Context: an optimization exercise on an open-source flow, tuned for small area. The choices shown serve that exercise and are no tape-out recipe.
The RTL was checked by simulation tests, not by an equivalence proof against the original design.
Power figures rest on the tool's default switching activity, not on a simulated workload.

[flow/run.sh]
#!/bin/bash
# Standard ORFS layout with two changes:
#  - the port buffers are the smallest buffer (buf_1);
#  - after the standard synthesis, the gates that compute the verdict are
#    replaced by a hand-mapped NAND/NOR netlist (flow/gen_logic.py), proven
#    equivalent with Yosys before it is used.  Registers are untouched.
set -euo pipefail
W="$(cd "$(dirname "$0")/.." && pwd)"
cd "$W"
cat >> config.mk <<'CFG'
export BUFFER_PORTS_ARGS = -buffer_cell sky130_fd_sc_hd__buf_1
CFG
bash standard.sh synth > synth.log 2>&1
R="$W/orfs/results/${FLOW_PLATFORM:-sky130hd}/parser_wrapper/base"
LIB=/OpenROAD-flow-scripts/flow/platforms/sky130hd/lib/sky130_fd_sc_hd__tt_025C_1v80.lib
cp "$R/1_2_yosys.v" "$W/synth_standard.v"
if python3 flow/remap.py "$W/synth_standard.v" "$W/synth_remap.v" verdict > remap.log 2>&1; then
  sed "s#LIBFILE#$LIB#;s#OLDNET#$W/synth_standard.v#;s#NEWNET#$W/synth_remap.v#" flow/eqv.ys > eqv_run.ys
  if yosys -q eqv_run.ys > eqv.log 2>&1; then
    echo "equivalent: using the hand-mapped netlist" >> remap.log
    cp "$W/synth_remap.v" "$R/1_2_yosys.v"
    touch "$R/1_2_yosys.v"
  else
    echo "not proven equivalent: keeping the standard netlist" >> remap.log
  fi
fi
bash standard.sh > layout.log 2>&1
[flow/areas.json]
{"sky130_fd_sc_hd__a2111o_1": 11.2608, "sky130_fd_sc_hd__a2111o_2": 12.512, "sky130_fd_sc_hd__a2111o_4": 21.2704, "sky130_fd_sc_hd__a2111oi_0": 8.7584, "sky130_fd_sc_hd__a2111oi_1": 10.0096, "sky130_fd_sc_hd__a2111oi_2": 15.0144, "sky130_fd_sc_hd__a2111oi_4": 27.5264, "sky130_fd_sc_hd__a211o_1": 8.7584, "sky130_fd_sc_hd__a211o_2": 10.0096, "sky130_fd_sc_hd__a211o_4": 17.5168, "sky130_fd_sc_hd__a211oi_1": 7.5072, "sky130_fd_sc_hd__a211oi_2": 12.512, "sky130_fd_sc_hd__a211oi_4": 20.0192, "sky130_fd_sc_hd__a21bo_1": 10.0096, "sky130_fd_sc_hd__a21bo_2": 10.0096, "sky130_fd_sc_hd__a21bo_4": 16.2656, "sky130_fd_sc_hd__a21boi_0": 7.5072, "sky130_fd_sc_hd__a21boi_1": 7.5072, "sky130_fd_sc_hd__a21boi_2": 11.2608, "sky130_fd_sc_hd__a21boi_4": 18.768, "sky130_fd_sc_hd__a21o_1": 7.5072, "sky130_fd_sc_hd__a21o_2": 8.7584, "sky130_fd_sc_hd__a21o_4": 15.0144, "sky130_fd_sc_hd__a21oi_1": 5.0048, "sky130_fd_sc_hd__a21oi_2": 8.7584, "sky130_fd_sc_hd__a21oi_4": 16.2656, "sky130_fd_sc_hd__a221o_1": 10.0096, "sky130_fd_sc_hd__a221o_2": 11.2608, "sky130_fd_sc_hd__a221o_4": 21.2704, "sky130_fd_sc_hd__a221oi_1": 8.7584, "sky130_fd_sc_hd__a221oi_2": 15.0144, "sky130_fd_sc_hd__a221oi_4": 26.2752, "sky130_fd_sc_hd__a222oi_1": 10.0096, "sky130_fd_sc_hd__a22o_1": 8.7584, "sky130_fd_sc_hd__a22o_2": 10.0096, "sky130_fd_sc_hd__a22o_4": 17.5168, "sky130_fd_sc_hd__a22oi_1": 7.5072, "sky130_fd_sc_hd__a22oi_2": 12.512, "sky130_fd_sc_hd__a22oi_4": 21.2704, "sky130_fd_sc_hd__a2bb2o_1": 10.0096, "sky130_fd_sc_hd__a2bb2o_2": 11.2608, "sky130_fd_sc_hd__a2bb2o_4": 20.0192, "sky130_fd_sc_hd__a2bb2oi_1": 8.7584, "sky130_fd_sc_hd__a2bb2oi_2": 15.0144, "sky130_fd_sc_hd__a2bb2oi_4": 26.2752, "sky130_fd_sc_hd__a311o_1": 10.0096, "sky130_fd_sc_hd__a311o_2": 11.2608, "sky130_fd_sc_hd__a311o_4": 20.0192, "sky130_fd_sc_hd__a311oi_1": 8.7584, "sky130_fd_sc_hd__a311oi_2": 15.0144, "sky130_fd_sc_hd__a311oi_4": 26.2752, "sky130_fd_sc_hd__a31o_1": 8.7584, "sky130_fd_sc_hd__a31o_2": 8.7584, "sky130_fd_sc_hd__a31o_4": 17.5168, "sky130_fd_sc_hd__a31oi_1": 6.256, "sky130_fd_sc_hd__a31oi_2": 12.512, "sky130_fd_sc_hd__a31oi_4": 21.2704, "sky130_fd_sc_hd__a32o_1": 10.0096, "sky130_fd_sc_hd__a32o_2": 11.2608, "sky130_fd_sc_hd__a32o_4": 21.2704, "sky130_fd_sc_hd__a32oi_1": 8.7584, "sky130_fd_sc_hd__a32oi_2": 16.2656, "sky130_fd_sc_hd__a32oi_4": 27.5264, "sky130_fd_sc_hd__a41o_1": 10.0096, "sky130_fd_sc_hd__a41o_2": 11.2608, "sky130_fd_sc_hd__a41o_4": 21.2704, "sky130_fd_sc_hd__a41oi_1": 8.7584, "sky130_fd_sc_hd__a41oi_2": 16.2656, "sky130_fd_sc_hd__a41oi_4": 27.5264, "sky130_fd_sc_hd__and2_0": 6.256, "sky130_fd_sc_hd__and2_1": 6.256, "sky130_fd_sc_hd__and2_2": 7.5072, "sky130_fd_sc_hd__and2_4": 8.7584, "sky130_fd_sc_hd__and2b_1": 7.5072, "sky130_fd_sc_hd__and2b_2": 8.7584, "sky130_fd_sc_hd__and2b_4": 10.0096, "sky130_fd_sc_hd__and3_1": 6.256, "sky130_fd_sc_hd__and3_2": 7.5072, "sky130_fd_sc_hd__and3_4": 11.2608, "sky130_fd_sc_hd__and3b_1": 8.7584, "sky130_fd_sc_hd__and3b_2": 10.0096, "sky130_fd_sc_hd__and3b_4": 12.512, "sky130_fd_sc_hd__and4_1": 8.7584, "sky130_fd_sc_hd__and4_2": 10.0096, "sky130_fd_sc_hd__and4_4": 11.2608, "sky130_fd_sc_hd__and4b_1": 10.0096, "sky130_fd_sc_hd__and4b_2": 11.2608, "sky130_fd_sc_hd__and4b_4": 13.7632, "sky130_fd_sc_hd__and4bb_1": 12.512, "sky130_fd_sc_hd__and4bb_2": 12.512, "sky130_fd_sc_hd__and4bb_4": 16.2656, "sky130_fd_sc_hd__buf_1": 3.7536, "sky130_fd_sc_hd__buf_12": 20.0192, "sky130_fd_sc_hd__buf_16": 27.5264, "sky130_fd_sc_hd__buf_2": 5.0048, "sky130_fd_sc_hd__buf_4": 7.5072, "sky130_fd_sc_hd__buf_6": 11.2608, "sky130_fd_sc_hd__buf_8": 15.0144, "sky130_fd_sc_hd__bufbuf_16": 32.5312, "sky130_fd_sc_hd__bufbuf_8": 18.768, "sky130_fd_sc_hd__bufinv_16": 30.0288, "sky130_fd_sc_hd__bufinv_8": 17.5168, "sky130_fd_sc_hd__clkbuf_1": 3.7536, "sky130_fd_sc_hd__clkbuf_16": 25.024, "sky130_fd_sc_hd__clkbuf_2": 5.0048, "sky130_fd_sc_hd__clkbuf_4": 7.5072, "sky130_fd_sc_hd__clkbuf_8": 13.7632, "sky130_fd_sc_hd__clkdlybuf4s15_1": 10.0096, "sky130_fd_sc_hd__clkdlybuf4s15_2": 11.2608, "sky130_fd_sc_hd__clkdlybuf4s18_1": 10.0096, "sky130_fd_sc_hd__clkdlybuf4s18_2": 10.0096, "sky130_fd_sc_hd__clkdlybuf4s25_1": 10.0096, "sky130_fd_sc_hd__clkdlybuf4s25_2": 10.0096, "sky130_fd_sc_hd__clkdlybuf4s50_1": 10.0096, "sky130_fd_sc_hd__clkdlybuf4s50_2": 11.2608, "sky130_fd_sc_hd__clkinv_1": 3.7536, "sky130_fd_sc_hd__clkinv_16": 30.0288, "sky130_fd_sc_hd__clkinv_2": 5.0048, "sky130_fd_sc_hd__clkinv_4": 8.7584, "sky130_fd_sc_hd__clkinv_8": 16.2656, "sky130_fd_sc_hd__clkinvlp_2": 5.0048, "sky130_fd_sc_hd__clkinvlp_4": 7.5072, "sky130_fd_sc_hd__conb_1": 3.7536, "sky130_fd_sc_hd__decap_12": 15.0144, "sky130_fd_sc_hd__decap_3": 3.7536, "sky130_fd_sc_hd__decap_4": 5.0048, "sky130_fd_sc_hd__decap_6": 7.5072, "sky130_fd_sc_hd__decap_8": 10.0096, "sky130_fd_sc_hd__dfbbn_1": 32.5312, "sky130_fd_sc_hd__dfbbn_2": 35.0336, "sky130_fd_sc_hd__dfbbp_1": 32.5312, "sky130_fd_sc_hd__dfrbp_1": 28.7776, "sky130_fd_sc_hd__dfrbp_2": 30.0288, "sky130_fd_sc_hd__dfrtn_1": 25.024, "sky130_fd_sc_hd__dfrtp_1": 25.024, "sky130_fd_sc_hd__dfrtp_2": 26.2752, "sky130_fd_sc_hd__dfrtp_4": 28.7776, "sky130_fd_sc_hd__dfsbp_1": 28.7776, "sky130_fd_sc_hd__dfsbp_2": 30.0152, "sky130_fd_sc_hd__dfstp_1": 26.2752, "sky130_fd_sc_hd__dfstp_2": 26.2752, "sky130_fd_sc_hd__dfstp_4": 30.0288, "sky130_fd_sc_hd__dfxbp_1": 23.7728, "sky130_fd_sc_hd__dfxbp_2": 26.2752, "sky130_fd_sc_hd__dfxtp_1": 20.0192, "sky130_fd_sc_hd__dfxtp_2": 21.2704, "sky130_fd_sc_hd__dfxtp_4": 23.7728, "sky130_fd_sc_hd__diode_2": 2.5024, "sky130_fd_sc_hd__dlclkp_1": 17.5168, "sky130_fd_sc_hd__dlclkp_2": 18.768, "sky130_fd_sc_hd__dlclkp_4": 21.2704, "sky130_fd_sc_hd__dlrbn_1": 21.2704, "sky130_fd_sc_hd__dlrbn_2": 22.5216, "sky130_fd_sc_hd__dlrbp_1": 21.2704, "sky130_fd_sc_hd__dlrbp_2": 22.5216, "sky130_fd_sc_hd__dlrtn_1": 17.5168, "sky130_fd_sc_hd__dlrtn_2": 17.5168, "sky130_fd_sc_hd__dlrtn_4": 20.0192, "sky130_fd_sc_hd__dlrtp_1": 16.2656, "sky130_fd_sc_hd__dlrtp_2": 17.5168, "sky130_fd_sc_hd__dlrtp_4": 20.0192, "sky130_fd_sc_hd__dlxbn_1": 18.768, "sky130_fd_sc_hd__dlxbn_2": 21.2704, "sky130_fd_sc_hd__dlxbp_1": 18.768, "sky130_fd_sc_hd__dlxtn_1": 15.0144, "sky130_fd_sc_hd__dlxtn_2": 16.2656, "sky130_fd_sc_hd__dlxtn_4": 18.768, "sky130_fd_sc_hd__dlxtp_1": 15.0144, "sky130_fd_sc_hd__dlygate4sd1_1": 8.7584, "sky130_fd_sc_hd__dlygate4sd2_1": 8.7584, "sky130_fd_sc_hd__dlygate4sd3_1": 10.0096, "sky130_fd_sc_hd__dlymetal6s2s_1": 12.512, "sky130_fd_sc_hd__dlymetal6s4s_1": 12.512, "sky130_fd_sc_hd__dlymetal6s6s_1": 12.512, "sky130_fd_sc_hd__ebufn_1": 10.0096, "sky130_fd_sc_hd__ebufn_2": 11.2608, "sky130_fd_sc_hd__ebufn_4": 16.2656, "sky130_fd_sc_hd__ebufn_8": 26.2752, "sky130_fd_sc_hd__edfxbp_1": 32.5312, "sky130_fd_sc_hd__edfxtp_1": 30.0288, "sky130_fd_sc_hd__einvn_0": 5.0048, "sky130_fd_sc_hd__einvn_1": 6.256, "sky130_fd_sc_hd__einvn_2": 8.7584, "sky130_fd_sc_hd__einvn_4": 13.7632, "sky130_fd_sc_hd__einvn_8": 22.5216, "sky130_fd_sc_hd__einvp_1": 6.256, "sky130_fd_sc_hd__einvp_2": 8.7584, "sky130_fd_sc_hd__einvp_4": 13.7632, "sky130_fd_sc_hd__einvp_8": 22.5216, "sky130_fd_sc_hd__fa_1": 20.0192, "sky130_fd_sc_hd__fa_2": 22.5216, "sky130_fd_sc_hd__fa_4": 27.5264, "sky130_fd_sc_hd__fah_1": 33.7824, "sky130_fd_sc_hd__fahcin_1": 33.7824, "sky130_fd_sc_hd__fahcon_1": 33.7824, "sky130_fd_sc_hd__ha_1": 12.512, "sky130_fd_sc_hd__ha_2": 15.0144, "sky130_fd_sc_hd__ha_4": 25.024, "sky130_fd_sc_hd__inv_1": 3.7536, "sky130_fd_sc_hd__inv_12": 16.2656, "sky130_fd_sc_hd__inv_16": 20.0192, "sky130_fd_sc_hd__inv_2": 3.7536, "sky130_fd_sc_hd__inv_4": 6.256, "sky130_fd_sc_hd__inv_6": 8.7584, "sky130_fd_sc_hd__inv_8": 11.2608, "sky130_fd_sc_hd__lpflow_bleeder_1": 7.5072, "sky130_fd_sc_hd__lpflow_clkbufkapwr_1": 3.7536, "sky130_fd_sc_hd__lpflow_clkbufkapwr_16": 25.024, "sky130_fd_sc_hd__lpflow_clkbufkapwr_2": 5.0048, "sky130_fd_sc_hd__lpflow_clkbufkapwr_4": 7.5072, "sky130_fd_sc_hd__lpflow_clkbufkapwr_8": 13.7632, "sky130_fd_sc_hd__lpflow_clkinvkapwr_1": 3.7536, "sky130_fd_sc_hd__lpflow_clkinvkapwr_16": 30.0288, "sky130_fd_sc_hd__lpflow_clkinvkapwr_2": 5.0048, "sky130_fd_sc_hd__lpflow_clkinvkapwr_4": 8.7584, "sky130_fd_sc_hd__lpflow_clkinvkapwr_8": 16.2656, "sky130_fd_sc_hd__lpflow_decapkapwr_12": 15.0144, "sky130_fd_sc_hd__lpflow_decapkapwr_3": 3.7536, "sky130_fd_sc_hd__lpflow_decapkapwr_4": 5.0048, "sky130_fd_sc_hd__lpflow_decapkapwr_6": 7.5072, "sky130_fd_sc_hd__lpflow_decapkapwr_8": 10.0096, "sky130_fd_sc_hd__lpflow_inputiso0n_1": 6.256, "sky130_fd_sc_hd__lpflow_inputiso0p_1": 7.5072, "sky130_fd_sc_hd__lpflow_inputiso1n_1": 7.5072, "sky130_fd_sc_hd__lpflow_inputiso1p_1": 6.256, "sky130_fd_sc_hd__lpflow_inputisolatch_1": 13.7632, "sky130_fd_sc_hd__lpflow_isobufsrc_1": 6.256, "sky130_fd_sc_hd__lpflow_isobufsrc_16": 45.0432, "sky130_fd_sc_hd__lpflow_isobufsrc_2": 8.7584, "sky130_fd_sc_hd__lpflow_isobufsrc_4": 13.7632, "sky130_fd_sc_hd__lpflow_isobufsrc_8": 23.7728, "sky130_fd_sc_hd__lpflow_isobufsrckapwr_16": 38.7872, "sky130_fd_sc_hd__lpflow_lsbuf_lh_hl_isowell_tap_1": 35.0336, "sky130_fd_sc_hd__lpflow_lsbuf_lh_hl_isowell_tap_2": 35.0336, "sky130_fd_sc_hd__lpflow_lsbuf_lh_hl_isowell_tap_4": 40.0384, "sky130_fd_sc_hd__lpflow_lsbuf_lh_isowell_4": 40.0384, "sky130_fd_sc_hd__lpflow_lsbuf_lh_isowell_tap_1": 35.0336, "sky130_fd_sc_hd__lpflow_lsbuf_lh_isowell_tap_2": 35.0336, "sky130_fd_sc_hd__lpflow_lsbuf_lh_isowell_tap_4": 40.0384, "sky130_fd_sc_hd__macro_sparecell": 36.2848, "sky130_fd_sc_hd__maj3_1": 10.0096, "sky130_fd_sc_hd__maj3_2": 11.2608, "sky130_fd_sc_hd__maj3_4": 13.7632, "sky130_fd_sc_hd__mux2_1": 11.2608, "sky130_fd_sc_hd__mux2_2": 11.2608, "sky130_fd_sc_hd__mux2_4": 15.0144, "sky130_fd_sc_hd__mux2_8": 26.2752, "sky130_fd_sc_hd__mux2i_1": 10.0096, "sky130_fd_sc_hd__mux2i_2": 13.7632, "sky130_fd_sc_hd__mux2i_4": 22.5216, "sky130_fd_sc_hd__mux4_1": 26.2752, "sky130_fd_sc_hd__mux4_2": 22.5216, "sky130_fd_sc_hd__mux4_4": 25.024, "sky130_fd_sc_hd__nand2_1": 3.7536, "sky130_fd_sc_hd__nand2_2": 6.256, "sky130_fd_sc_hd__nand2_4": 11.2608, "sky130_fd_sc_hd__nand2_8": 20.0192, "sky130_fd_sc_hd__nand2b_1": 6.256, "sky130_fd_sc_hd__nand2b_2": 8.7584, "sky130_fd_sc_hd__nand2b_4": 13.7632, "sky130_fd_sc_hd__nand3_1": 5.0048, "sky130_fd_sc_hd__nand3_2": 10.0096, "sky130_fd_sc_hd__nand3_4": 17.5168, "sky130_fd_sc_hd__nand3b_1": 7.5072, "sky130_fd_sc_hd__nand3b_2": 11.2608, "sky130_fd_sc_hd__nand3b_4": 20.0192, "sky130_fd_sc_hd__nand4_1": 6.256, "sky130_fd_sc_hd__nand4_2": 12.512, "sky130_fd_sc_hd__nand4_4": 21.2704, "sky130_fd_sc_hd__nand4b_1": 8.7584, "sky130_fd_sc_hd__nand4b_2": 15.0144, "sky130_fd_sc_hd__nand4b_4": 23.7728, "sky130_fd_sc_hd__nand4bb_1": 11.2608, "sky130_fd_sc_hd__nand4bb_2": 16.2656, "sky130_fd_sc_hd__nand4bb_4": 27.5264, "sky130_fd_sc_hd__nor2_1": 3.7536, "sky130_fd_sc_hd__nor2_2": 6.256, "sky130_fd_sc_hd__nor2_4": 11.2608, "sky130_fd_sc_hd__nor2_8": 20.0192, "sky130_fd_sc_hd__nor2b_1": 6.256, "sky130_fd_sc_hd__nor2b_2": 8.7584, "sky130_fd_sc_hd__nor2b_4": 13.7632, "sky130_fd_sc_hd__nor3_1": 5.0048, "sky130_fd_sc_hd__nor3_2": 10.0096, "sky130_fd_sc_hd__nor3_4": 16.2656, "sky130_fd_sc_hd__nor3b_1": 7.5072, "sky130_fd_sc_hd__nor3b_2": 12.512, "sky130_fd_sc_hd__nor3b_4": 18.768, "sky130_fd_sc_hd__nor4_1": 6.256, "sky130_fd_sc_hd__nor4_2": 12.512, "sky130_fd_sc_hd__nor4_4": 21.2704, "sky130_fd_sc_hd__nor4b_1": 8.7584, "sky130_fd_sc_hd__nor4b_2": 15.0144, "sky130_fd_sc_hd__nor4b_4": 23.7728, "sky130_fd_sc_hd__nor4bb_1": 10.0096, "sky130_fd_sc_hd__nor4bb_2": 16.2656, "sky130_fd_sc_hd__nor4bb_4": 25.024, "sky130_fd_sc_hd__o2111a_1": 11.2608, "sky130_fd_sc_hd__o2111a_2": 12.512, "sky130_fd_sc_hd__o2111a_4": 20.0192, "sky130_fd_sc_hd__o2111ai_1": 8.7584, "sky130_fd_sc_hd__o2111ai_2": 15.0144, "sky130_fd_sc_hd__o2111ai_4": 26.2752, "sky130_fd_sc_hd__o211a_1": 10.0096, "sky130_fd_sc_hd__o211a_2": 10.0096, "sky130_fd_sc_hd__o211a_4": 17.5168, "sky130_fd_sc_hd__o211ai_1": 7.5072, "sky130_fd_sc_hd__o211ai_2": 12.512, "sky130_fd_sc_hd__o211ai_4": 21.2704, "sky130_fd_sc_hd__o21a_1": 7.5072, "sky130_fd_sc_hd__o21a_2": 8.7584, "sky130_fd_sc_hd__o21a_4": 15.0144, "sky130_fd_sc_hd__o21ai_0": 5.0048, "sky130_fd_sc_hd__o21ai_1": 5.0048, "sky130_fd_sc_hd__o21ai_2": 8.7584, "sky130_fd_sc_hd__o21ai_4": 16.2656, "sky130_fd_sc_hd__o21ba_1": 10.0096, "sky130_fd_sc_hd__o21ba_2": 10.0096, "sky130_fd_sc_hd__o21ba_4": 16.2656, "sky130_fd_sc_hd__o21bai_1": 7.5072, "sky130_fd_sc_hd__o21bai_2": 11.2608, "sky130_fd_sc_hd__o21bai_4": 18.768, "sky130_fd_sc_hd__o221a_1": 11.2608, "sky130_fd_sc_hd__o221a_2": 11.2608, "sky130_fd_sc_hd__o221a_4": 20.0192, "sky130_fd_sc_hd__o221ai_1": 8.7584, "sky130_fd_sc_hd__o221ai_2": 15.0144, "sky130_fd_sc_hd__o221ai_4": 26.2752, "sky130_fd_sc_hd__o22a_1": 8.7584, "sky130_fd_sc_hd__o22a_2": 10.0096, "sky130_fd_sc_hd__o22a_4": 17.5168, "sky130_fd_sc_hd__o22ai_1": 6.256, "sky130_fd_sc_hd__o22ai_2": 12.512, "sky130_fd_sc_hd__o22ai_4": 20.0192, "sky130_fd_sc_hd__o2bb2a_1": 10.0096, "sky130_fd_sc_hd__o2bb2a_2": 11.2608, "sky130_fd_sc_hd__o2bb2a_4": 20.0192, "sky130_fd_sc_hd__o2bb2ai_1": 8.7584, "sky130_fd_sc_hd__o2bb2ai_2": 15.0144, "sky130_fd_sc_hd__o2bb2ai_4": 27.5264, "sky130_fd_sc_hd__o311a_1": 10.0096, "sky130_fd_sc_hd__o311a_2": 11.2608, "sky130_fd_sc_hd__o311a_4": 21.2704, "sky130_fd_sc_hd__o311ai_0": 8.7584, "sky130_fd_sc_hd__o311ai_1": 8.7584, "sky130_fd_sc_hd__o311ai_2": 16.2656, "sky130_fd_sc_hd__o311ai_4": 26.2752, "sky130_fd_sc_hd__o31a_1": 8.7584, "sky130_fd_sc_hd__o31a_2": 10.0096, "sky130_fd_sc_hd__o31a_4": 17.5168, "sky130_fd_sc_hd__o31ai_1": 7.5072, "sky130_fd_sc_hd__o31ai_2": 12.512, "sky130_fd_sc_hd__o31ai_4": 21.2704, "sky130_fd_sc_hd__o32a_1": 10.0096, "sky130_fd_sc_hd__o32a_2": 11.2608, "sky130_fd_sc_hd__o32a_4": 22.5216, "sky130_fd_sc_hd__o32ai_1": 8.7584, "sky130_fd_sc_hd__o32ai_2": 16.2656, "sky130_fd_sc_hd__o32ai_4": 27.5264, "sky130_fd_sc_hd__o41a_1": 11.2608, "sky130_fd_sc_hd__o41a_2": 12.512, "sky130_fd_sc_hd__o41a_4": 21.2704, "sky130_fd_sc_hd__o41ai_1": 8.7584, "sky130_fd_sc_hd__o41ai_2": 16.2656, "sky130_fd_sc_hd__o41ai_4": 27.5264, "sky130_fd_sc_hd__or2_0": 6.256, "sky130_fd_sc_hd__or2_1": 6.256, "sky130_fd_sc_hd__or2_2": 6.256, "sky130_fd_sc_hd__or2_4": 8.7584, "sky130_fd_sc_hd__or2b_1": 7.5072, "sky130_fd_sc_hd__or2b_2": 8.7584, "sky130_fd_sc_hd__or2b_4": 11.2608, "sky130_fd_sc_hd__or3_1": 6.256, "sky130_fd_sc_hd__or3_2": 7.5072, "sky130_fd_sc_hd__or3_4": 11.2608, "sky130_fd_sc_hd__or3b_1": 8.7584, "sky130_fd_sc_hd__or3b_2": 8.7584, "sky130_fd_sc_hd__or3b_4": 11.2608, "sky130_fd_sc_hd__or4_1": 7.5072, "sky130_fd_sc_hd__or4_2": 8.7584, "sky130_fd_sc_hd__or4_4": 11.2608, "sky130_fd_sc_hd__or4b_1": 10.0096, "sky130_fd_sc_hd__or4b_2": 10.0096, "sky130_fd_sc_hd__or4b_4": 13.7632, "sky130_fd_sc_hd__or4bb_1": 11.2608, "sky130_fd_sc_hd__or4bb_2": 12.512, "sky130_fd_sc_hd__or4bb_4": 15.0144, "sky130_fd_sc_hd__probe_p_8": 15.0144, "sky130_fd_sc_hd__probec_p_8": 15.0144, "sky130_fd_sc_hd__sdfbbn_1": 38.7872, "sky130_fd_sc_hd__sdfbbn_2": 41.2896, "sky130_fd_sc_hd__sdfbbp_1": 38.7872, "sky130_fd_sc_hd__sdfrbp_1": 35.0336, "sky130_fd_sc_hd__sdfrbp_2": 36.2848, "sky130_fd_sc_hd__sdfrtn_1": 31.28, "sky130_fd_sc_hd__sdfrtp_1": 31.28, "sky130_fd_sc_hd__sdfrtp_2": 32.5312, "sky130_fd_sc_hd__sdfrtp_4": 35.0336, "sky130_fd_sc_hd__sdfsbp_1": 36.2848, "sky130_fd_sc_hd__sdfsbp_2": 38.7872, "sky130_fd_sc_hd__sdfstp_1": 33.7824, "sky130_fd_sc_hd__sdfstp_2": 35.0336, "sky130_fd_sc_hd__sdfstp_4": 37.536, "sky130_fd_sc_hd__sdfxbp_1": 30.0288, "sky130_fd_sc_hd__sdfxbp_2": 32.5312, "sky130_fd_sc_hd__sdfxtp_1": 26.2752, "sky130_fd_sc_hd__sdfxtp_2": 27.5264, "sky130_fd_sc_hd__sdfxtp_4": 30.0288, "sky130_fd_sc_hd__sdlclkp_1": 18.768, "sky130_fd_sc_hd__sdlclkp_2": 20.0192, "sky130_fd_sc_hd__sdlclkp_4": 22.5216, "sky130_fd_sc_hd__sedfxbp_1": 38.7872, "sky130_fd_sc_hd__sedfxbp_2": 41.2896, "sky130_fd_sc_hd__sedfxtp_1": 36.2848, "sky130_fd_sc_hd__sedfxtp_2": 37.536, "sky130_fd_sc_hd__sedfxtp_4": 40.0384, "sky130_fd_sc_hd__xnor2_1": 8.7584, "sky130_fd_sc_hd__xnor2_2": 16.2656, "sky130_fd_sc_hd__xnor2_4": 27.5264, "sky130_fd_sc_hd__xnor3_1": 22.5216, "sky130_fd_sc_hd__xnor3_2": 23.7728, "sky130_fd_sc_hd__xnor3_4": 26.2752, "sky130_fd_sc_hd__xor2_1": 8.7584, "sky130_fd_sc_hd__xor2_2": 16.2656, "sky130_fd_sc_hd__xor2_4": 27.5264, "sky130_fd_sc_hd__xor3_1": 23.7728, "sky130_fd_sc_hd__xor3_2": 25.024, "sky130_fd_sc_hd__xor3_4": 27.5264}
[flow/eqv.ys]
read_liberty -ignore_miss_func LIBFILE
read_verilog OLDNET
rename parser_wrapper gold
read_verilog NEWNET
rename parser_wrapper gate
flatten
async2sync
opt_clean
equiv_make gold gate equiv
hierarchy -top equiv
equiv_simple
equiv_induct
equiv_status -assert
[flow/gen_logic.py]
"""Hand-mapped sky130hd gates for the DNS verdict.

Builds the verdict of README's six terms from single-polarity NAND/NOR trees,
shared sub-terms and an a222oi/nand2 top.  Each signal carries a polarity:
'H' (1 when its condition holds) or 'L' (0 when it holds).
"""
from functools import lru_cache

AREA = {'nand2': 3.7536, 'nand3': 5.0048, 'nand4': 6.256, 'nor2': 3.7536,
        'nor3': 5.0048, 'nor4': 6.256, 'nand2b': 6.256, 'nand3b': 7.5072,
        'nand4b': 8.7584, 'nor2b': 6.256, 'nor3b': 7.5072, 'nor4b': 8.7584,
        'nor4bb': 10.0096, 'inv': 3.7536, 'o22ai': 6.256, 'a222oi': 10.0096}
CELL = {'nand2': 'nand2_1', 'nand3': 'nand3_1', 'nand4': 'nand4_1',
        'nor2': 'nor2_1', 'nor3': 'nor3_1', 'nor4': 'nor4_1',
        'nand2b': 'nand2b_1', 'nand3b': 'nand3b_1', 'nand4b': 'nand4b_1',
        'nor2b': 'nor2b_1', 'nor3b': 'nor3b_1', 'nor4b': 'nor4b_1',
        'nor4bb': 'nor4bb_1', 'inv': 'inv_1', 'o22ai': 'o22ai_1',
        'a222oi': 'a222oi_1'}
# pins: inputs in order (inverted-input pins listed first for b-variants
# taking L signals in the nand-b case and H signals in the nor-b case)
PINS = {'nand2': 'A B', 'nand3': 'A B C', 'nand4': 'A B C D',
        'nor2': 'A B', 'nor3': 'A B C', 'nor4': 'A B C D',
        'nand2b': 'A_N B', 'nand3b': 'A_N B C', 'nand4b': 'A_N B C D',
        'nor2b': 'B_N A', 'nor3b': 'C_N A B', 'nor4b': 'D_N A B C',
        'nor4bb': 'C_N D_N A B', 'inv': 'A', 'o22ai': 'A1 A2 B1 B2',
        'a222oi': 'A1 A2 B1 B2 C1 C2'}

# AND moves: (H taken, L taken, output polarity, gate); for b-variants the
# "odd" inputs come first in PINS.
MOVES = []
for k in (2, 3, 4):
    MOVES.append((k, 0, 'L', f'nand{k}'))
    MOVES.append((0, k, 'H', f'nor{k}'))
MOVES += [(1, 1, 'L', 'nand2b'), (2, 1, 'L', 'nand3b'), (3, 1, 'L', 'nand4b'),
          (1, 1, 'H', 'nor2b'), (1, 2, 'H', 'nor3b'), (1, 3, 'H', 'nor4b'),
          (2, 2, 'H', 'nor4bb')]


@lru_cache(None)
def best(h, l, p):
    if h + l == 1:
        if (h == 1) == (p == 'H'):
            return (0.0, ())
        return (AREA['inv'], ('inv',))
    res = (1e9, ())
    for ch, cl, op, g in MOVES:
        if ch <= h and cl <= l:
            nh, nl = h - ch + (op == 'H'), l - cl + (op == 'L')
            r = best(nh, nl, p)
            c = r[0] + AREA[g]
            if c < res[0] - 1e-9:
                res = (c, ((ch, cl, op, g),) + r[1])
    return res


class Net:
    def __init__(self):
        self.cells = []   # (gate, out, [ins])
        self.n = 0

    def gate(self, g, ins):
        self.n += 1
        out = f'hm_{self.n}'
        self.cells.append((g, out, list(ins)))
        return out

    def AND(self, sigs, p):
        """sigs: list of (name, pol); returns name of a signal of polarity p
        that is true iff all conditions hold."""
        H = [s for s, q in sigs if q == 'H']
        L = [s for s, q in sigs if q == 'L']
        cost, moves = best(len(H), len(L), p)
        for mv in moves:
            if mv == 'inv':
                src = H.pop(0) if H else L.pop(0)
                o = self.gate('inv', [src])
                (L if H == [] and p == 'L' else H).append(o) if False else None
                return o
            ch, cl, op, g = mv
            hs, H = H[:ch], H[ch:]
            ls, L = L[:cl], L[cl:]
            # odd inputs first: nand-b takes the L one inverted; nor-b the H ones
            if g.startswith('nand'):
                ins = ls + hs
            else:
                ins = hs + ls
            o = self.gate(g, ins)
            (H if op == 'H' else L).append(o)
        return (H + L)[0]

    def area(self):
        return sum(AREA[g] for g, _, _ in self.cells)


def bit(b, k):
    return f'IN_PACKET_TDATA[{8 * b + k}]'


def lits(b, v, skip=()):
    """conditions for byte b == v, as (signal, polarity)"""
    return [(bit(b, k), 'H' if (v >> k) & 1 else 'L') for k in range(8)
            if k not in skip]


def build(out_name='verdict'):
    N = Net()
    # shared pieces
    z13 = [(N.gate('nor4', [bit(13, k) for k in (7, 6, 5, 4)]), 'H'),
           (N.gate('nor4', [bit(13, k) for k in (3, 2, 1, 0)]), 'H')]
    z17 = [(N.gate('nor4', [bit(17, k) for k in (7, 6, 5, 4)]), 'H'),
           (N.gate('nor4', [bit(17, k) for k in (3, 2, 1, 0)]), 'H')]
    c = {b: (N.gate('nor3', [bit(b, 6), bit(b, 5), bit(b, 4)]), 'H')
         for b in (12, 16, 20)}
    C = (4, 5, 6)   # bits covered by c[b]

    def pair(i):
        sig = []
        for j in (i, i + 2):
            z = [N.gate('nor4', [bit(j, k) for k in (7, 6, 5, 4)]),
                 N.gate('nor4', [bit(j, k) for k in (3, 2, 1, 0)]),
                 N.gate('nor4', [bit(j + 1, k) for k in (7, 6, 3, 1)])]
            nz = N.gate('nand3', z)
            no = N.gate('nand4', [bit(j + 1, k) for k in (5, 4, 2, 0)])
            sig += [nz, no]
        return N.gate('o22ai', sig)   # H

    e12vl = N.AND([c[12]] + lits(12, 0x81, C) + z13, 'L')
    e16vl = N.AND([c[16]] + lits(16, 0x81, C) + z17, 'L')
    hdr = {}
    hdr[1] = N.AND([c[12]] + lits(12, 0x08, C) + z13 + lits(23, 0x11), 'H')
    hdr[4] = N.AND([c[12]] + lits(12, 0x86, C) + lits(13, 0xDD) + lits(18, 0x11), 'H')
    hdr[2] = N.AND([(e12vl, 'L'), c[16]] + lits(16, 0x08, C) + z17 + lits(27, 0x11), 'H')
    hdr[5] = N.AND([(e12vl, 'L'), c[16]] + lits(16, 0x86, C) + lits(17, 0xDD) + lits(22, 0x11), 'H')
    hdr[3] = N.AND([(e16vl, 'L'), c[20]] + lits(20, 0x08, C) + lits(21, 0x00) + lits(31, 0x11), 'H')
    hdr[6] = N.AND([(e16vl, 'L'), c[20]] + lits(20, 0x86, C) + lits(21, 0xDD) + lits(26, 0x11), 'H')
    p = {1: pair(34), 2: pair(38), 3: pair(42), 4: pair(52), 5: pair(56), 6: pair(60)}
    a = N.gate('a222oi', [p[1], hdr[1], p[2], hdr[2], p[3], hdr[3]])
    b = N.gate('a222oi', [p[4], hdr[4], p[5], hdr[5], p[6], hdr[6]])
    N.cells.append(('nand2', out_name, [a, b]))
    return N


# ---- reference and gate simulation -------------------------------------
def ref(d):
    B = lambda i: (d >> (8 * i)) & 0xff
    W = lambda i: (B(i) << 8) | B(i + 1)
    p53 = lambda i: W(i) == 0x35 or W(i + 2) == 0x35
    return int((W(12) == 0x0800 and B(23) == 0x11 and p53(34)) or
               (W(12) == 0x8100 and W(16) == 0x0800 and B(27) == 0x11 and p53(38)) or
               (W(16) == 0x8100 and W(20) == 0x0800 and B(31) == 0x11 and p53(42)) or
               (W(12) == 0x86DD and B(18) == 0x11 and p53(52)) or
               (W(12) == 0x8100 and W(16) == 0x86DD and B(22) == 0x11 and p53(56)) or
               (W(16) == 0x8100 and W(20) == 0x86DD and B(26) == 0x11 and p53(60)))


FUN = {
    'nand2': lambda A, B: 1 - (A & B), 'nand3': lambda A, B, C: 1 - (A & B & C),
    'nand4': lambda A, B, C, D: 1 - (A & B & C & D),
    'nor2': lambda A, B: 1 - (A | B), 'nor3': lambda A, B, C: 1 - (A | B | C),
    'nor4': lambda A, B, C, D: 1 - (A | B | C | D),
    'inv': lambda A: 1 - A,
    'o22ai': lambda A1, A2, B1, B2: 1 - ((A1 | A2) & (B1 | B2)),
    'a222oi': lambda A1, A2, B1, B2, C1, C2: 1 - ((A1 & A2) | (B1 & B2) | (C1 & C2)),
}
PF = {'nand2b': lambda A_N, B: 1 - ((1 - A_N) & B),
      'nand3b': lambda A_N, B, C: 1 - ((1 - A_N) & B & C),
      'nand4b': lambda A_N, B, C, D: 1 - ((1 - A_N) & B & C & D),
      'nor2b': lambda B_N, A: 1 - (A | (1 - B_N)),
      'nor3b': lambda C_N, A, B: 1 - (A | B | (1 - C_N)),
      'nor4b': lambda D_N, A, B, C: 1 - (A | B | C | (1 - D_N)),
      'nor4bb': lambda C_N, D_N, A, B: 1 - (A | B | (1 - C_N) | (1 - D_N))}
FUN.update(PF)


def sim(N, d):
    v = {}
    def get(s):
        if s.startswith('IN_PACKET_TDATA['):
            return (d >> int(s[16:-1])) & 1
        return v[s]
    for g, o, ins in N.cells:
        v[o] = FUN[g](*[get(s) for s in ins])
    return v


def emit(N, prefix='hm'):
    lines = []
    for i, (g, o, ins) in enumerate(N.cells):
        pins = PINS[g].split()
        outp = 'Y'
        conns = ', '.join(f'.{p}({s})' for p, s in zip(pins, ins))
        lines.append(f'  sky130_fd_sc_hd__{CELL[g]} {prefix}_c{i} ({conns}, .{outp}({o}));')
    wires = [o for _, o, _ in N.cells if o.startswith('hm_')]
    return wires, lines


if __name__ == '__main__':
    import random
    N = build()
    print('cells', len(N.cells), 'area', round(N.area() + 3.7536, 2))
    rnd = random.Random(1)
    hits = 0
    for t in range(200000):
        d = rnd.getrandbits(512)
        # sprinkle like the testbench so every term gets exercised
        def put16(d, i, v):
            d &= ~(0xffff << (8 * i)); return d | (((v >> 8) | ((v & 0xff) << 8)) << (8 * i))
        for s in (12, 16, 20):
            r = rnd.randrange(8)
            if r < 2: d = put16(d, s, 0x0800)
            elif r < 4: d = put16(d, s, 0x86dd)
            elif r < 6: d = put16(d, s, 0x8100)
        for i in range(3):
            if rnd.random() < .5: d = (d & ~(0xff << 8 * (23 + 4 * i))) | (0x11 << 8 * (23 + 4 * i))
            if rnd.random() < .5: d = (d & ~(0xff << 8 * (18 + 4 * i))) | (0x11 << 8 * (18 + 4 * i))
        for i in (34, 36, 38, 40, 42, 44, 52, 54, 56, 58, 60, 62):
            if rnd.random() < .25: d = put16(d, i, 0x0035)
        if rnd.random() < .5:
            d ^= 1 << rnd.randrange(96, 512)
        r = ref(d); hits += r
        if sim(N, d)['verdict'] != r:
            print('MISMATCH', hex(d)); break
    else:
        print('ok, matches', hits)
[flow/remap.py]
"""Replace the gates that compute one net of a Yosys netlist with the
hand-mapped gates from gen_logic.py.

usage: remap.py IN.v OUT.v [NET]
The gates removed are those in NET's fan-in cone (stopping at ports and
flip-flops) that drive nothing outside it.  Prints the area removed and added.
"""
import re, sys, json, os
sys.path.insert(0, os.path.dirname(os.path.abspath(__file__)))
import gen_logic

src, dst = sys.argv[1], sys.argv[2]
net = sys.argv[3] if len(sys.argv) > 3 else 'verdict'
text = open(src).read()

# instances: "  sky130_fd_sc_hd__X name (\n    .P(n),\n ... );"
inst_re = re.compile(r'^  (sky130_fd_sc_hd__\w+) (\S+)\s*\((.*?)\);\n', re.S | re.M)
pin_re = re.compile(r'\.(\w+)\(([^()]*)\)')
OUTPINS = {'X', 'Y', 'Q', 'Q_N', 'HI', 'LO'}
insts = []
for m in inst_re.finditer(text):
    pins = {p: n.strip() for p, n in pin_re.findall(m.group(3))}
    insts.append(dict(type=m.group(1), name=m.group(2), pins=pins,
                      span=m.span()))
driver = {}
loads = {}
for i, c in enumerate(insts):
    for p, n in c['pins'].items():
        if p in OUTPINS:
            driver[n] = i
        else:
            loads.setdefault(n, []).append(i)
# assigns also read nets
assign_reads = set(re.findall(r'^\s*assign\s+\S+\s*=\s*([^;]+);', text, re.M))
seq = lambda c: 'df' in c['type'] or 'latch' in c['type'] or 'dl' in c['type'].split('__')[1][:2]

cone = set()
stack = [net]
while stack:
    n = stack.pop()
    i = driver.get(n)
    if i is None or i in cone or seq(insts[i]):
        continue
    cone.add(i)
    for p, m in insts[i]['pins'].items():
        if p not in OUTPINS:
            stack.append(m)
# keep cells whose outputs are read outside the cone
changed = True
while changed:
    changed = False
    for i in list(cone):
        outs = [n for p, n in insts[i]['pins'].items() if p in OUTPINS]
        for o in outs:
            if o == net:
                continue
            if any(j not in cone for j in loads.get(o, [])) or o in assign_reads \
                    or re.search(r'\boutput\b[^;]*\b' + re.escape(o) + r'\b', text):
                cone.discard(i); changed = True
                break
A = json.load(open(os.path.join(os.path.dirname(os.path.abspath(__file__)), 'areas.json')))
removed = sum(A[insts[i]['type']] for i in cone)

N = gen_logic.build(net)
wires, lines = gen_logic.emit(N)
added = N.area() + gen_logic.AREA['nand2']
# splice
out = []
pos = 0
for i in sorted(cone, key=lambda i: insts[i]['span'][0]):
    s, e = insts[i]['span']
    out.append(text[pos:s]); pos = e
out.append(text[pos:])
new = ''.join(out)
decl = ''.join(f'  wire {w};\n' for w in wires)
body = '\n'.join(lines) + '\n'
new = re.sub(r'\nendmodule', '\n' + body + 'endmodule', new, count=1)
# wire declarations after the port list
k = new.index(');\n', new.index('module ')) + 3
new = new[:k] + decl + new[k:]
open(dst, 'w').write(new)
print(f'removed {len(cone)} cells, {removed:.2f} um2; added {len(N.cells)} cells, {added:.2f} um2')
[standard.sh]
#!/bin/bash
# synth_recipe.tcl (not shown) runs the flow's synth.tcl, then flattens the netlist and writes it again
# the make line also repeats each setting of config.mk as NAME=value (left out here)
make -C /OpenROAD-flow-scripts/flow DESIGN_CONFIG=/design/flow/config.mk WORK_HOME=/design/flow/orfs CLKGATE_MAP_FILE= SYNTH_SCRIPT=/design/flow/synth_recipe.tcl "${@:-finish}"
[config.mk]
export PLATFORM = sky130hd
export DESIGN_NAME = parser_wrapper
export DESIGN_NICKNAME = parser_wrapper
export VERILOG_FILES = /design/flow/design.v
export SDC_FILE = /design/flow/constraint.sdc
export NUM_CORES = 4
export LEC_CHECK = 0
export CAP_MARGIN = 20
export CORE_AREA = 5 5 355 355
export CTS_BUF_LIST = sky130_fd_sc_hd__clkbuf_1
export DIE_AREA = 0 0 360 360
export SLEW_MARGIN = 20
export BUFFER_PORTS_ARGS = -buffer_cell sky130_fd_sc_hd__buf_1
[constraint.sdc]
create_clock -name core_clock -period 5.0 [get_ports {CLK}]
set_input_delay 1.0000 -clock core_clock [delete_from_list [all_inputs] [get_ports {CLK}]]
set_output_delay 1.0000 -clock core_clock [all_outputs]
set_load 0.01 [all_outputs]
[design.v]
`timescale  1ns/1ns
`default_nettype wire
module parser_wrapper #(
  parameter C_BUS_DATA_WIDTH = 512                 ,
  parameter C_BUS_KEEP_WIDTH = (C_BUS_DATA_WIDTH/8)
) (
  input  wire                        CLK              ,
  input  wire                        RST_N            ,
  input  wire [C_BUS_DATA_WIDTH-1:0] IN_PACKET_TDATA  ,
  output wire                        IN_PACKET_TREADY ,
  input  wire                        IN_PACKET_TVALID ,
  input  wire                        IN_PACKET_TLAST  ,
  input  wire [C_BUS_KEEP_WIDTH-1:0] IN_PACKET_TKEEP  ,
  output wire [C_BUS_DATA_WIDTH-1:0] OUT_PACKET_TDATA ,
  input  wire                        OUT_PACKET_TREADY,
  output wire                        OUT_PACKET_TVALID,
  output wire                        OUT_PACKET_TLAST ,
  output wire [C_BUS_KEEP_WIDTH-1:0] OUT_PACKET_TKEEP ,
  output wire                        RULE_TDATA       ,
  output wire                        RULE_TVALID
);
  assign OUT_PACKET_TDATA  = IN_PACKET_TDATA;
  assign IN_PACKET_TREADY  = OUT_PACKET_TREADY;
  assign OUT_PACKET_TVALID = IN_PACKET_TVALID;
  assign OUT_PACKET_TLAST  = IN_PACKET_TLAST;
  assign OUT_PACKET_TKEEP  = IN_PACKET_TKEEP;
  wire [7:0] B [0:63];
  genvar g;
  generate
    for (g = 0; g < 64; g = g + 1) begin : g_byte
      assign B[g] = IN_PACKET_TDATA[8*g+:8];
    end
  endgenerate
  wire [15:0] w12 = {B[12], B[13]};
  wire [15:0] w16 = {B[16], B[17]};
  wire [15:0] w20 = {B[20], B[21]};
  wire e12_v4   = w12 == 16'h0800;
  wire e12_v6   = w12 == 16'h86DD;
  wire e12_vlan = w12 == 16'h8100;
  wire e16_v4   = w16 == 16'h0800;
  wire e16_v6   = w16 == 16'h86DD;
  wire e16_vlan = w16 == 16'h8100;
  wire e20_v4   = w20 == 16'h0800;
  wire e20_v6   = w20 == 16'h86DD;
  wire [60:0] p53;
  generate
    for (g = 0; g < 61; g = g + 1) begin : g_p53
      assign p53[g] = ({B[g], B[g+1]} == 16'h0035) || ({B[g+2], B[g+3]} == 16'h0035);
    end
  endgenerate
  wire t1 = e12_v4                 && B[23] == 8'h11 && p53[34];
  wire t2 = e12_vlan && e16_v4     && B[27] == 8'h11 && p53[38];
  wire t3 = e16_vlan && e20_v4     && B[31] == 8'h11 && p53[42];
  wire t4 = e12_v6                 && B[18] == 8'h11 && p53[52];
  wire t5 = e12_vlan && e16_v6     && B[22] == 8'h11 && p53[56];
  wire t6 = e16_vlan && e20_v6     && B[26] == 8'h11 && p53[60];
  wire verdict = t1 | t2 | t3 | t4 | t5 | t6;
  wire take = IN_PACKET_TVALID & OUT_PACKET_TREADY;
  reg in_pkt;
  reg valid1;
  reg rule_valid;
  always @(posedge CLK or negedge RST_N) begin
    if(~RST_N) begin
      in_pkt     <= 1'b0;
      valid1     <= 1'b0;
      rule_valid <= 1'b0;
    end else begin
      if(take)
        in_pkt <= ~IN_PACKET_TLAST;
      valid1     <= take & ~in_pkt;
      rule_valid <= valid1;
    end
  end
  reg rule1;
  reg rule;
  always @(posedge CLK) begin
    rule1 <= verdict;
    rule  <= rule1;
  end
  assign RULE_TDATA  = rule;
  assign RULE_TVALID = rule_valid;
endmodule
==> results of run 1 <==
metrics by stage:
| stage | worst slack (ps) | area (um2) |
|---|---|---|
| global route | 1620 | 5170 |
| finish | 1960 | 5290 |
| CTS | 1520 | 5160 |
| detailed placement | 1230 | 5140 |
| floorplan | 2700 | 5230 |
| global placement | 1220 | 5140 |
power by group:
part           internal, uW  switching [uW]
clock                  12.8            17.4
sequential             42.2            1.06
combinational           106             363
registers in the layout, indices dropped and copies added (netlist names):
signal,flops
rule,1
valid1,1
in_pkt,1
rule_valid,1
rule1,1
area by class of cell:
cell class / count / area (um2)
antenna: 51 / 128
tap: 1625 / 2030
timing repair buffer: 588 / 2220
sequential: 5 / 115
fill: 14700 / 116000
clock buffer: 4 / 15.0
multi-input combinational: 131 / 777
layer usage:
layer  share of wire  wire [um]
met2            0.47      55100
met5          0.0064        744
met3            0.25      28900
met4          0.0073        853
met1            0.27      31500
worst max path at each step:
stage / endpoint / start
global route: rule1 / IN_PACKET_TDATA[109]
finish: rule1 / IN_PACKET_TDATA[109]
floorplan: rule1 / IN_PACKET_TDATA[102]
detailed placement: rule1 / IN_PACKET_TDATA[109]
CTS: rule1 / IN_PACKET_TDATA[109]
global placement: rule1 / IN_PACKET_TDATA[109]
worst max-delay path, stage by stage:
cell	delay, ps
buf_1	140
nor4_1	640
nand4_1	260
nor2_1	160
nand4_1	110
nor4_1	400
a222oi_1	320
nand2_1	190
==> qor.yml, run 1 <==
sta:
  fin_skew_ps: 0.0384
  maxSlewHeadroom: 0.404
  tns_ps: 0
  hold_viol: 0
  fmax_ghz: 0.329
  whs_ps: 348
  setup_viol: 0
  rsz0062_at_grt: "false"
  finalMaxSlewViolations: 0
  tightest_slew_ps: 894
  fin_crit_ps: 3040
  finalCritPeriodShare: 0.607
drt:
  wl_um: 117000
  drt_iter0_drc: 469
  firstDrtPassIters: 4
  wl_per_cell_um: 48.7
  drt.antenna.violating_nets: 0
  drc: 0
  routed-via-count: 5498
  via_per_inst: 2.29
final_layout:
  syn_to_final_growth_pct: 1.03
  final_common_cell: "buf_1"
  fin_util: 0.0434
  final_cells: 2404
  drive_above_1_share: 0.00549
  layout_common_cells: "585 x buf_1, 61 x nor4_1, 27 x nand4_1"
  nNetsFinal: 1310
global_routing:
  grtUsageMet2: 0.286
  grtUsageMet3: 0.208
  grt_max_degree: 5
  grt_pass1_wl_um: 130000
  grtUsageMet1: 0.131
  grt_use_total: 0.170
  grt_pass1_vias: 4998
  grt_overflow: 0
  top_usage_layer: "met2"
  antenna_found_initial: 119
min_path:
  hold_path_depth: 0
  hp-start: "rule1"
  hp-class: "flip-flop to flip-flop"
  min_to: "rule"
floorplan:
  io_pins: 1162
  die_y_um: 360
  core_um2: 122000
  die_x_um: 360
  start_util: 0.0430
  num_rows: 128
  dieArea_um2: 130000
clock_network:
  cts_resized: 0
  cts_made_buffers: 3
  clock_sinks: 5
  insertion_delay_ps: 270
  cts_tree: "yes"
  cts_root_buf: "clkbuf_1"
  hold_buffers: 0
  post-cts-setup-buffers: 0
  cts.clk_slew.worst_paths_ps: 120
  htreeDepth: 1
  clock_path_buffers: 2
synthesis:
  ys_warn_count: 1
  syn_area_um2: 5230
  netlist_instances: 715
  syn_nets: 1296
  syn_area_per_cell_um2: 7.32
critical_path:
  r2r-start: "in_pkt"
  rrSetupSlack_ps: 4360
  cp.arrival_ps: 3250
  r2r_cells: 2
  critPathKind: "input pin to flip-flop"
  start_kind: "input pin"
  cp_max_fo: 3
  crit_required_ps: 5210
  r2r-end: "in_pkt"
  endpoint_kind: "flip-flop"
placed_design:
  port_buffers: 585
  place_hpwl_um: 115000
  dpl.cell_count: 2349
  place.gp.congestion: 0.942
pwr:
  powerDensity_nw_per_um2: 103
  peakVddDrop_mv: 0.0428
  p_total_uw: 542
  p_leak_uw: 0.000838
run:
  cap_violations: 0
status:
  status: "finished clean"
==> run 2: changes to the inputs <==
--- a/flow/run.sh
+++ b/flow/run.sh
@@ -1,15 +1,14 @@
 #!/bin/bash
 # Standard ORFS layout with two changes:
-#  - the port buffers are the smallest buffer (buf_1);
+#  - flow/extra.mk is added to config.mk: the port buffers are the smallest
+#    buffer (buf_1), and the clock tree options;
 #  - after the standard synthesis, the gates that compute the verdict are
 #    replaced by a hand-mapped NAND/NOR netlist (flow/gen_logic.py), proven
 #    equivalent with Yosys before it is used.  Registers are untouched.
 set -euo pipefail
 W="$(cd "$(dirname "$0")/.." && pwd)"
 cd "$W"
-cat >> config.mk <<'CFG'
-export BUFFER_PORTS_ARGS = -buffer_cell sky130_fd_sc_hd__buf_1
-CFG
+cat flow/extra.mk >> config.mk
 bash standard.sh synth > synth.log 2>&1
 R="$W/orfs/results/${FLOW_PLATFORM:-sky130hd}/parser_wrapper/base"
 LIB=/OpenROAD-flow-scripts/flow/platforms/sky130hd/lib/sky130_fd_sc_hd__tt_025C_1v80.lib
==> flow/extra.mk (new file) <==
export BUFFER_PORTS_ARGS = -buffer_cell sky130_fd_sc_hd__buf_1
export CTS_ARGS = -root_buf sky130_fd_sc_hd__clkbuf_2 -buf_list sky130_fd_sc_hd__clkbuf_2 -dont_use_dummy_load -repair_clock_nets
--- a/config.mk
+++ b/config.mk
@@ -6,8 +6,9 @@
 export NUM_CORES = 4
 export LEC_CHECK = 0
 export CAP_MARGIN = 20
-export CORE_AREA = 5 5 355 355
-export CTS_BUF_LIST = sky130_fd_sc_hd__clkbuf_1
-export DIE_AREA = 0 0 360 360
+export CORE_AREA = 5 5 325 325
+export DIE_AREA = 0 0 330 330
+export GPL_TIMING_DRIVEN = 0
 export SLEW_MARGIN = 20
 export BUFFER_PORTS_ARGS = -buffer_cell sky130_fd_sc_hd__buf_1
+export CTS_ARGS = -root_buf sky130_fd_sc_hd__clkbuf_2 -buf_list sky130_fd_sc_hd__clkbuf_2 -dont_use_dummy_load -repair_clock_nets
==> qor.yml, run 2 <==
drt:
  routed-wl-met2_um: 47700
  drc: 0
  met3_length_um: 17800
  firstDrtPassIters: 5
  top_layer: "met5"
  drt.antenna.violating_nets: 0
  via_per_inst: 2.96
  routed-via-count: 8917
  wl_per_cell_um: 35.7
  wl_um: 108000
  wl_met1_um: 37700
  drt_iter0_drc: 657
pwr:
  p_leak_uw: 0.00397
  powerDensity_nw_per_um2: 111
  peakVddDrop_mv: 0.0405
synthesis:
  syn_area_um2: 5230
  syn_nets: 1296
  netlist_instances: 715
  ys_warn_count: 1
  syn_area_per_cell_um2: 7.32
sta:
  fmax_ghz: 0.263
  hold_viol: 0
  rsz0062_at_grt: "false"
  fin_skew_ps: 0.0703
  tns_ps: 0
  finalMaxSlewViolations: 0
  whs_ps: 328
  finalCritPeriodShare: 0.761
  fin_crit_ps: 3800
  tightest_slew_ps: 1060
  setup_viol: 0
  maxSlewHeadroom: 0.290
critical_path:
  cp_max_fo: 3
  critPathKind: "input pin to flip-flop"
  start_kind: "input pin"
  crit_required_ps: 5190
  critPathMaxStageDelay_ps: 600
  path_cells: "buf_1, nor3_1, nand2_1, nor4_1, nand4_1, nor3_1, nand4_1, nor4_2, a222oi_1, nand2_1"
  cp.arrival_ps: 4000
  rrSetupSlack_ps: 4360
  endpoint_kind: "flip-flop"
  cp_slowest_cell: "nor4_1"
placed_design:
  place.gp.congestion: 1.04
  dpl.cell_count: 2959
  place_hpwl_um: 104000
  port_buffers: 873
global_routing:
  grt_pass1_vias: 8560
  grt_overflow: 0
  grt_pass1_wl_um: 122000
  grt_use_total: 0.182
  grt_max_degree: 5
  antenna_found_initial: 95
clock_network:
  clock_sinks: 5
  cts.clk_slew.worst_paths_ps: 60
  cts_made_buffers: 3
  clock_path_buffers: 2
  cts_root_buf: "clkbuf_2"
  htreeDepth: 1
  cts_tree: "yes"
  cts_resized: 0
  hold_buffers: 0
  post-cts-setup-buffers: 0
  insertion_delay_ps: 270
floorplan:
  start_util: 0.0514
  num_rows: 117
  dieArea_um2: 109000
  io_pins: 1162
  die_x_um: 330
  core_um2: 102000
  die_y_um: 330
status:
  status: "finished clean"
final_layout:
  syn_to_final_growth_pct: 98.7
  layout_common_cells: "873 x buf_1, 581 x buf_4, 58 x nor4_1"
  regArea_um2: 115
  final_cells: 3009
  nNetsFinal: 2177
  drive_above_1_share: 0.370
  multiInputGateArea_um2: 796
  final_common_cell: "buf_1"
  fillers: 12100
run:
  cap_violations: 0
min_path:
  hp-class: "flip-flop to flip-flop"
run 2: cell types whose count changed in the layout (fill, tap and decap cells not counted):
| cell | previous run | this run |
|---|---|---|
| clkbuf_1 | 4 | 0 |
| buf_2 | 0 | 1 |
| buf_4 | 3 | 581 |
| diode_2 | 51 | 47 |
| nor4_2 | 1 | 4 |
| buf_1 | 585 | 873 |
| nor4_1 | 61 | 58 |
| clkbuf_2 | 0 | 3 |
run 2: final timing paths:
kind / to / startpoint / depth (start not counted)
setup / recovery: rule1 / IN_PACKET_TDATA[134] / 10
hold / removal: rule / rule1 / 0
setup reg to reg: in_pkt / in_pkt / 2
hold reg to reg: rule / rule1 / 0
max in group asynchronous: rule_valid / RST_N / 1
min in group asynchronous: valid1 / RST_N / 1
run 2: stage by stage:
step                total power (uW)  utilization  setup slack (ps)  instance area [um2]
finish                          1160        0.102              1200                10400
global route                    1210        0.102              1050                10300
CTS                             1180        0.101              1200                10300
detailed placement              1120        0.101               890                10300
global placement                1120        0.100               437                10200
floorplan                        534            -              2700                 5230
run 2: power by group:
group          internal (uW)  leakage [uW]  switching (uW)
clock network           16.3     0.0000128            25.9
registers               42.2     0.0000550           0.707
logic                    430       0.00390             643
run 2: per-layer routing:
layer  vias to the layer above  global-route usage
li1                       3627                   -
met1                      4239               0.192
met2                       773               0.283
met3                       214               0.134
met4                        64              0.0594
met5                         -              0.0169
run 2: cell type report:
class,count,share of cell area
Antenna cell,47,0.0113
Timing Repair Buffer,876,0.317
Buffer,579,0.418
Multi-Input combinational cell,131,0.0765
Clock buffer,3,0.00144
Sequential cell,5,0.0111
Tap cell,1368,0.165
run 2: worst max-delay path, delay by kind of cell:
family | cells | cell delay [ps]
buffers and inverters | 1 | 120
AND/OR/NAND/NOR | 8 | 2700
AO/OA/AOI/OAI | 1 | 160
==> run 3: changes to the inputs <==
--- a/config.mk
+++ b/config.mk
@@ -8,7 +8,6 @@
 export CAP_MARGIN = 20
 export CORE_AREA = 5 5 325 325
 export DIE_AREA = 0 0 330 330
-export GPL_TIMING_DRIVEN = 0
 export SLEW_MARGIN = 20
 export BUFFER_PORTS_ARGS = -buffer_cell sky130_fd_sc_hd__buf_1
 export CTS_ARGS = -root_buf sky130_fd_sc_hd__clkbuf_2 -buf_list sky130_fd_sc_hd__clkbuf_2 -dont_use_dummy_load -repair_clock_nets
==> qor.yml, run 3 <==
floorplan:
  io_pins: 1162
  num_rows: 117
  dieArea_um2: 109000
  die_y_um: 330
  core_um2: 102000
  start_util: 0.0514
  die_x_um: 330
sta:
  fmax_ghz: 0.291
  tightest_slew_ps: 1140
  fin_skew_ps: 0.0611
  finalMaxSlewViolations: 0
  maxSlewHeadroom: 0.233
  fin_crit_ps: 3430
  hold_viol: 0
  setup_viol: 0
  tns_ps: 0
  finalCritPeriodShare: 0.687
  rsz0062_at_grt: "false"
placed_design:
  port_buffers: 585
  place_hpwl_um: 105000
  place.gp.congestion: 0.957
final_layout:
  layout_common_cells: "585 x buf_1, 61 x nor4_1, 27 x nand4_1"
  syn_to_final_growth_pct: -6.31
  nNetsFinal: 1309
  multiInputGateArea_um2: 777
  fillers: 12300
  drive_above_1_share: 0.00826
  final_common_cell: "buf_1"
  regArea_um2: 115
  fin_util: 0.0482
critical_path:
  critPathKind: "input pin to flip-flop"
  crit_required_ps: 5140
  start_kind: "input pin"
  critPathMaxStageDelay_ps: 490
  endpoint_kind: "flip-flop"
  cp_max_fo: 3
  path_cells: "buf_1, nor3_1, nand2_1, nor4_1, nand4_1, nor3_1, nand4_1, nor4_1, buf_4, a222oi_1, nand2_1"
  path_delay_family: "simple AND/OR/NAND/NOR gates"
  crit_buf_inv: 2
  cp_slowest_cell: "nor4_1"
  cp.arrival_ps: 3580
status:
  status: "finished clean"
synthesis:
  syn_area_per_cell_um2: 7.32
  syn_nets: 1296
  ys_warn_count: 1
  netlist_instances: 715
  syn_area_um2: 5230
drt:
  drt_iter0_drc: 436
  wl_per_cell_um: 50.6
  wl_um: 107000
  via_per_inst: 2.52
  firstDrtPassIters: 4
  drt.antenna.violating_nets: 0
  routed-via-count: 5353
  drc: 0
clock_network:
  hold_buffers: 0
  cts_resized: 0
  insertion_delay_ps: 210
  cts.clk_slew.worst_paths_ps: 40
  cts_made_buffers: 3
  post-cts-setup-buffers: 0
  clock_sinks: 5
  htreeDepth: 1
  cts_root_buf: "clkbuf_2"
  clock_path_buffers: 2
  cts_tree: "yes"
global_routing:
  antenna_found_initial: 83
  grt_pass1_vias: 5035
  grt_use_total: 0.184
  grt_max_degree: 5
  grt_overflow: 0
  grt_pass1_wl_um: 118000
pwr:
  peakVddDrop_mv: 0.0249
  powerDensity_nw_per_um2: 107
  p_leak_uw: 0.000841
run:
  cap_violations: 0
min_path:
  hp-class: "flip-flop to flip-flop"
## run 3: path summary, 6_finish.rpt
check                           cells past startpoint            startpoint      to  slack (ps)
max in group asynchronous                           1                 RST_N  valid1        4270
worst max register to register                      2                in_pkt  in_pkt        4390
worst min register to register                      0                 rule1    rule         320
worst max-delay path                               11  IN_PACKET_TDATA[134]   rule1        1570
worst min-delay path                                0                 rule1    rule         320
min in group asynchronous                           1                 RST_N  in_pkt         580
## run 3: stage by stage
stage	power, uW	hold slack (ps)	worst slack, ps	std cells	cell area (um2)
floorplan	534	310	2700	715	5230
global placement	509	318	1590	2091	4810
detailed placement	514	317	1430	2091	4810
CTS	551	329	1640	2094	4830
global route	551	345	1550	2102	4850
finish	524	324	1570	2123	4900
## run 3: cell type report
type,instances,area share
repair buffers,587,0.451
well taps,1368,0.349
multi-input cells,131,0.158
flip-flops and latches,5,0.0235
diodes,29,0.0148
clock buffers,3,0.00306
## run 3: power by group
part           switching (uW)  internal (uW)
registers               0.861           42.3
clock network            15.2           16.2
logic                     344            106
total                     360            164
## run 3: layer usage
layer,track usage,up-vias,routed length (um)
li1,-,1871,-
met1,0.133,2368,27500
met2,0.303,900,49600
met3,0.243,130,28600
met4,0.0127,84,859
met5,0.0213,-,836
## run 3: worst reg2reg max path, stage by stage, from the launching register on
cell     delay, ps
dfrtp_1        370
nand2_1         50
o21ai_0         70
==> run 4: changes to the inputs <==
--- a/config.mk
+++ b/config.mk
@@ -6,8 +6,8 @@
 export NUM_CORES = 4
 export LEC_CHECK = 0
 export CAP_MARGIN = 20
-export CORE_AREA = 5 5 325 325
-export DIE_AREA = 0 0 330 330
+export CORE_AREA = 5 5 315 315
+export DIE_AREA = 0 0 320 320
 export SLEW_MARGIN = 20
 export BUFFER_PORTS_ARGS = -buffer_cell sky130_fd_sc_hd__buf_1
 export CTS_ARGS = -root_buf sky130_fd_sc_hd__clkbuf_2 -buf_list sky130_fd_sc_hd__clkbuf_2 -dont_use_dummy_load -repair_clock_nets
==> qor.yml, run 4 <==
status:
  error: "[ERROR PPL-0024] Number of IO pins (1162) exceeds maximum number of available positions (1154). Increase the die perimeter from 1280.00um to 1580.32um."
  haltStage: "3_2_place_iop"
  status: "did not finish"
floorplan:
  num_rows: 113
  start_util: 0.0550
  die_y_um: 320
  die_x_um: 320
synthesis:
  syn_nets: 1296
  netlist_instances: 715
  syn_area_per_cell_um2: 7.32
  ys_warn_count: 1
  syn_area_um2: 5230

==> port drivers added, routing unchanged <==
Ports are ideal in the flow. The routed layouts listed here were re-timed in OpenROAD.
Step 1 (the two cells are an assumption about what drives the block):
set clk [get_ports {CLK}]
set_driving_cell -lib_cell sky130_fd_sc_hd__clkbuf_16 $clk
set_driving_cell -lib_cell sky130_fd_sc_hd__buf_2 [delete_from_list [all_inputs] $clk]
Step 2 also shifts input and output timing later by t, the mid clock arrival at the registers, as if the neighbouring blocks saw the same clock.
Three values: ideal, step 1, step 2; two values: the first two.
| run | t (ns) | slack for setup (ns) | hold slack, ns | latest minus earliest clock arrival (ns) | slew at the worst register clock pin (ns) |
|---|---|---|---|---|---|
| run 1 | 0.317 | 1.963 / 1.943 / 1.626 | 0.348 / 0.348 / 0.348 | 0.010 / 0.010 | 0.12 / 0.12 |
| run 2 | 0.317 | 1.196 / 1.223 / 0.907 | 0.328 / 0.328 / 0.328 | 0.023 / 0.023 | 0.09 / 0.09 |
| run 3 | 0.253 | 1.565 / 1.563 / 1.310 | 0.324 / 0.324 / 0.324 | 0.014 / 0.014 | 0.06 / 0.06 |
After both steps every run listed still meets setup and hold. The setup slack of run 1, which loses most, moves by -0.020 ns with the drivers and by -0.337 ns with both steps.
